Context: an optimization exercise on an open-source flow, tuned for small area and a short achievable clock period. The choices shown serve that exercise and are no tape-out recipe.
RTL that was checked went through simulation tests only; none was proved equivalent to the original.
Power is estimated from default activity; no workload was simulated.

## sierra
Design opstack, start of the top module:
module opstack(clk, num, op, x, qtop);
  input clk, num, op;
  input [15:0] x;
  output [15:0] qtop;
  wire [15:0] qnext, d;
  wire push, pop;
  alu alu0(.a(qtop), .b(qnext), .f(x[4:0]), .x(x), .push(num), .op(op), .s(d));
  stack stack0(clk, push, pop, d, qtop, qnext);
  assign push=num;
  assign pop=op&~x[4];
endmodule
Size: ~1000 cells after synthesis, roughly 8700 µm² of cells after synthesis.
Settings: LEC_CHECK=0, CAP_MARGIN=20, CORE_MARGIN=2, CORE_UTILIZATION=65, CTS_BUF_LIST=sky130_fd_sc_hd__clkbuf_4 sky130_fd_sc_hd__clkbuf_8, SETUP_SLACK_MARGIN=2.5, SLEW_MARGIN=20, SYNTH_HIERARCHICAL=1; clock period 7.0 ns.
standard.sh (not shown) runs the stock make flow with config.mk's settings and CLKGATE_MAP_FILE= SYNTH_SCRIPT=/design/flow/synth_recipe.tcl, a recipe that flattens the netlist after the stock synthesis.
==> flow/flow/run.sh <==
#!/bin/bash
# Standard layout, with port buffers of the smallest buffer cell.
set -e
export BUFFER_PORTS_ARGS="-buffer_cell sky130_fd_sc_hd__buf_1"
bash standard.sh > standard.log 2>&1
No stage failed in sierra, and the final checks on the layout all came back clean.
Changes in lagoon relative to sierra:
Settings: changing CORE_UTILIZATION from 65 to 40.
==> run notes <==
- Compared to sierra, lagoon has total combinational power about 10% lower.
- Diff sierra -> lagoon: area growth from synthesis to final layout went down by 4.1 points; final cell count went up by 6.6%; worst hold margin -4.1 ps; fraction of area in clock buffers and inverters went down by 0.16 points; utilization saw a decrease.
- Arrival time of the worst setup path: lagoon vs sierra, no meaningful difference
- Diff sierra and lagoon: sequential fraction of total cell area higher in lagoon
- Combined buffer and inverter count along the critical path, sierra and lagoon: higher on lagoon
- Share of power burned in the clock network: lagoon vs sierra down 0.6 points
diff inputs: lagoon => ember
==> flow/run.sh (new file) <==
#!/bin/bash
# synth_recipe.tcl (not shown) runs the flow's synth.tcl, then flattens the netlist and writes it again
# the make line also repeats each setting of config.mk as NAME=value (left out here)
make -C /OpenROAD-flow-scripts/flow DESIGN_CONFIG=/design/flow/config.mk WORK_HOME=/design/flow/orfs CLKGATE_MAP_FILE= SYNTH_SCRIPT=/design/flow/synth_recipe.tcl finish
removed: flow/flow/run.sh
removed: flow/standard.sh
==> run notes <==
- Est. power | ember vs lagoon | ember higher
- Layout-stage area growth over the synthesis result (ember over lagoon): increase, 5.4 points
- lagoon vs ember, launching element of the worst setup path: num vs x[2]
- ember — placer's final routability congestion estimate 4.9% higher, lagoon as reference
- Relative to lagoon, the peak supply drop measured on ember has increased by more than a quarter.
- Relative to lagoon, the final standard cell area without fillers of ember is higher by about 5%.
- stack0.q[0][13] as the endpoint of the worst setup timing path was reported by lagoon, and stack0.q[0][7] by ember.
#### Input delta (maple over ember)
Settings: setting TNS_END_PERCENT to 0 for the first time.
==> flow/flow/run.sh (new file) <==
#!/bin/bash
# Standard layout, with port buffers of the smallest buffer cell.
set -e
export BUFFER_PORTS_ARGS="-buffer_cell sky130_fd_sc_hd__buf_1"
bash standard.sh > standard.log 2>&1
==> flow/standard.sh (new file) <==
#!/bin/bash
# synth_recipe.tcl (not shown) runs the flow's synth.tcl, then flattens the netlist and writes it again
# the make line also repeats each setting of config.mk as NAME=value (left out here)
make -C /OpenROAD-flow-scripts/flow DESIGN_CONFIG=/design/flow/config.mk WORK_HOME=/design/flow/orfs CLKGATE_MAP_FILE= SYNTH_SCRIPT=/design/flow/synth_recipe.tcl "${@:-finish}"
removed: flow/run.sh
==> run notes <==
- The number of signal-net buffers in the layout of maple exceeds that of ember by 17.
- Footprint of the flip-flops and latches across ember and maple: no real change.
- maple: total via count after detailed routing 87 above ember
- Between maple and ember, it is maple whose overall fraction of global-route tracks in use is higher, by 0.53 points.
- Summary of maple over ember: met1 demand-to-capacity share in global routing increased by 1.1 points relative to the old numbers, fraction of power spent switching nets increased by 1.8 points relative to the old numbers, pre-CTS setup slack increased by 260 ps relative to the old numbers.
- For maple, the termination of the worst setup path was stack0.q[0][13], unlike ember, where it was stack0.q[0][7].
- [diff] total design power, maple relative to ember: improvement
- Against ember, worst-case headroom to the max-slew limit in maple came out worse.

* * *

run A:
opstack, a different RTL version from the one above (not shown whole).
For scale: about 990 cells after synthesis.
==> flow/design.v (excerpt) <==
module opstack(clk, num, op, x, qtop);
  input clk, num, op;
  input [15:0] x;
  output [15:0] qtop;
  wire [15:0] qnext, d;
  wire push, pop;
  alu alu0(.a(qtop), .b(qnext), .f(x[4:0]), .x(x), .push(num), .op(op), .s(d));
  stack stack0(clk, push, pop, d, qtop, qnext);
  assign push=num;
  assign pop=op&~x[4];
endmodule
export LEC_CHECK = 0
export CAP_MARGIN = 20
export CORE_MARGIN = 2
export CORE_UTILIZATION = 40
export CTS_BUF_LIST = sky130_fd_sc_hd__clkbuf_4 sky130_fd_sc_hd__clkbuf_8
export SETUP_SLACK_MARGIN = 3.0
export SLEW_MARGIN = 20
export SYNTH_HIERARCHICAL = 1
create_clock -name core_clock -period 7.0 [get_ports {clk}]
==> flow/flow/run.sh <==
#!/bin/bash
# Standard layout, with port buffers of the smallest buffer cell.
set -e
export BUFFER_PORTS_ARGS="-buffer_cell sky130_fd_sc_hd__buf_1"
bash standard.sh > standard.log 2>&1
diff inputs: run A => run B
Settings: SETUP_SLACK_MARGIN now 1.5, was 3.0.
### Flow results
- Run B: PASS, flow complete, no timing, DRC or antenna violations
- Run B vs. run A: largest fanout of any net on the critical path grew by 17, area added between synthesis and finish shrank by 13 points.
- In run B the number of fill cells in the layout turned out 42 higher than in run A.
- Density: run B sparser than run A
- Run A consumes more power than run B.
- Run A vs run B, start point of the critical path: x[2] vs stack0.q[0][1]
- Between run B and run A, the detailed-router iteration count before antenna repair does not differ in any meaningful way.
- Run B vs run A, count of buffering cells on the critical path with inverters included went down by 1.
For run C, these inputs were changed with respect to run B:
Settings: a change of SETUP_SLACK_MARGIN from 1.5 to 2.5.
==> run notes <==
The clock share of power reported for run C is smaller than that of run B by 2.3 points.
Across run C and run B, the outcome is the same: a clean finish for every run.
Synthesis-to-layout area growth was lower in the run labelled run B.
From run B to run C the numbers moved as follows: via count saw an increase, count of antenna diodes in the layout saw a decrease, worst ir drop on vdd saw an increase, share of the cycle needed by the critical path after routing saw a decrease, global-route usage over all layers saw an increase.
Summary: with run B as the reference, power in run C moved up by a few percent.
Post-CTS repair timing setup buffer count is lower on run B
Compared with run B, run C shows a higher power share of the combinational group.
What run D does differently from run C at the input level:
Settings: SETUP_SLACK_MARGIN changed from 2.5 to 2.0.
Notes after the runs:
Wire: run D routes less than run C
Summary of run D over run C: design area down about 7%, combinational power moved down, non-filler instance count after layout moved down, count of flip-flops and latches about even.
Function was not checked in any run of this note: the RTL went through the layout flow alone.

* * *

alpha:
Another version of the RTL of opstack (not shown whole).
Size: about 1100 cells after synthesis, about 35 I/O pins, about 8900 um^2 of cells after synthesis.
==> flow/config.mk <==
export PLATFORM = sky130hd
export DESIGN_NAME = opstack
export DESIGN_NICKNAME = opstack
export VERILOG_FILES = /design/flow/design.v
export SDC_FILE = /design/flow/constraint.sdc
export NUM_CORES = 4
export LEC_CHECK = 0
export CAP_MARGIN = 20
export CORE_MARGIN = 2
export CORE_UTILIZATION = 40
export SETUP_SLACK_MARGIN = 2.5
export SLEW_MARGIN = 20
export SYNTH_HIERARCHICAL = 1
==> flow/constraint.sdc <==
create_clock -name core_clock -period 7.0 [get_ports {clk}]
set_input_delay 1.4000 -clock core_clock [delete_from_list [all_inputs] [get_ports {clk}]]
set_output_delay 1.4000 -clock core_clock [all_outputs]
set_load 0.01 [all_outputs]
run.sh (not shown) runs the stock make flow with config.mk's settings and CLKGATE_MAP_FILE= SYNTH_SCRIPT=/design/flow/synth_recipe.tcl, a recipe that flattens the netlist after the stock synthesis.
Stock flow here: none of the scripts above is used.
Every stage of the flow completed for alpha, and the final layout passed the timing, design-rule and antenna checks.
diff inputs: alpha => beta
# alpha
export LEC_CHECK = 0
export CAP_MARGIN = 20
export CORE_MARGIN = 2
export CORE_UTILIZATION = 40
export SETUP_SLACK_MARGIN = 2.5
export SLEW_MARGIN = 20
export SYNTH_HIERARCHICAL = 1
create_clock -name core_clock -period 7.0 [get_ports {clk}]
# beta
export LEC_CHECK = 0
export CAP_MARGIN = 20
export CORE_MARGIN = 2
export CORE_UTILIZATION = 40
export SETUP_SLACK_MARGIN = 1.5
export SLEW_MARGIN = 20
export SYNTH_HIERARCHICAL = 1
create_clock -name core_clock -period 7.0 [get_ports {clk}]
### Flow results
beta has completed all stages; timing, DRC and antenna checks passed. beta ended up with a lower summed area of non-filler cells in the final layout than alpha did. beta vs alpha, relative area of clock buffers and inverters in the final design went up by 0.60 points. Relative to alpha, the via count of the first global-routing pass of beta is lower by 128. [beta] wire length of the first global-routing pass fell 1600 um relative to alpha. Changes observed in beta relative to alpha: timing-limited maximum frequency now sits lower; via count fell by 3.6%; fill cell instance count of the final layout increased by 1.4% relative to the old numbers; worst-case headroom to the max-slew limit shows an increase of 1.1 points.
Function was not checked in any run of this note: the RTL went through the layout flow alone.

* * *

== v10 ==
opstack, a different RTL version from the one above (not shown whole).
Size in the first run: ~970 cells after synthesis, roughly 35 I/O pins.
export LEC_CHECK = 0
export CAP_MARGIN = 20
export CORE_MARGIN = 2
export CORE_UTILIZATION = 40
export CTS_BUF_LIST = sky130_fd_sc_hd__clkbuf_4 sky130_fd_sc_hd__clkbuf_8
export SETUP_SLACK_MARGIN = 2.5
export SLEW_MARGIN = 20
export SYNTH_HIERARCHICAL = 1
create_clock -name core_clock -period 7.0 [get_ports {clk}]
standard.sh (not shown) runs the stock make flow with config.mk's settings and CLKGATE_MAP_FILE= SYNTH_SCRIPT=/design/flow/synth_recipe.tcl, a recipe that flattens the netlist after the stock synthesis.
Scripts as last shown in full above: flow/flow/run.sh
The following lists how v3 was set up differently from v10:
Settings: swapping 2.5 for 2.0 in SETUP_SLACK_MARGIN.
v3 vs. v10: number of clock buffers in the layout rose 1, maximum net fanout on the critical path picked up an extra 7. Delta (v3 minus v10): final critical path time including I/O delays and setup picked up an extra 400 ps, final design area excluding fillers went down, relative contribution of the clock network to total power now sits higher, placed wire-length estimate went up by about 1.2%, utilization after layout shows a reduction of 3.8 points. v3 against v10: global routing usage on met1 has decreased; standard cell area after detailed placement dropped about 0.53%; internal power lost 9.3%. Sort v10 and v3 by critical path depth, descending, and v10 comes first.
Function was not checked in any run of this note: the RTL went through the layout flow alone.

[re-timing with driven ports]
The flow's constraints put no driver on any port. The routed layouts listed below were extracted and timed again, unchanged, in two steps.
Step 1 sets driving cells, clkbuf_16 on the clock port and buf_2 on the other inputs (assumed; they add their load-dependent delay and slew).
Step 2 moves the port delays by t, midway between the first and last clock arrival at a register: inputs arrive t later, outputs are due t later. That takes back most of the time a late clock gives input paths.
a / b / c = no drivers / after step 1 / after step 2; a / b = the first two.
run | shift t [ns] | setup slack, ns | slew at the worst register clock pin (ns)
sierra | 0.404 | 2.506 / 2.523 / 2.118 | 0.08 / 0.08
lagoon | 0.392 | 2.508 / 2.487 / 2.095 | 0.08 / 0.08
ember | 0.392 | 2.534 / 2.491 / 2.099 | 0.08 / 0.08
maple | 0.392 | 2.530 / 2.484 / 2.093 | 0.08 / 0.08
run A | 0.401 | 2.571 / 2.548 / 2.146 | 0.10 / 0.10
run B | 0.394 | 1.823 / 1.823 / 1.573 | 0.09 / 0.09
run C | 0.415 | 2.533 / 2.459 / 2.043 | 0.11 / 0.11
run D | 0.395 | 2.056 / 2.069 / 1.675 | 0.09 / 0.09
alpha | 0.390 | 2.252 / 2.277 / 1.887 | 0.06 / 0.06
beta | 0.371 | 1.566 / 1.575 / 1.204 | 0.06 / 0.06
v10 | 0.378 | 2.568 / 2.481 / 2.103 | 0.08 / 0.08
v3 | 0.395 | 2.165 / 2.183 / 1.788 | 0.09 / 0.09
After both steps setup and hold are still met in every run listed. The setup slack of run C, which loses most, moves by -0.074 ns with the drivers and by -0.490 ns with both steps.
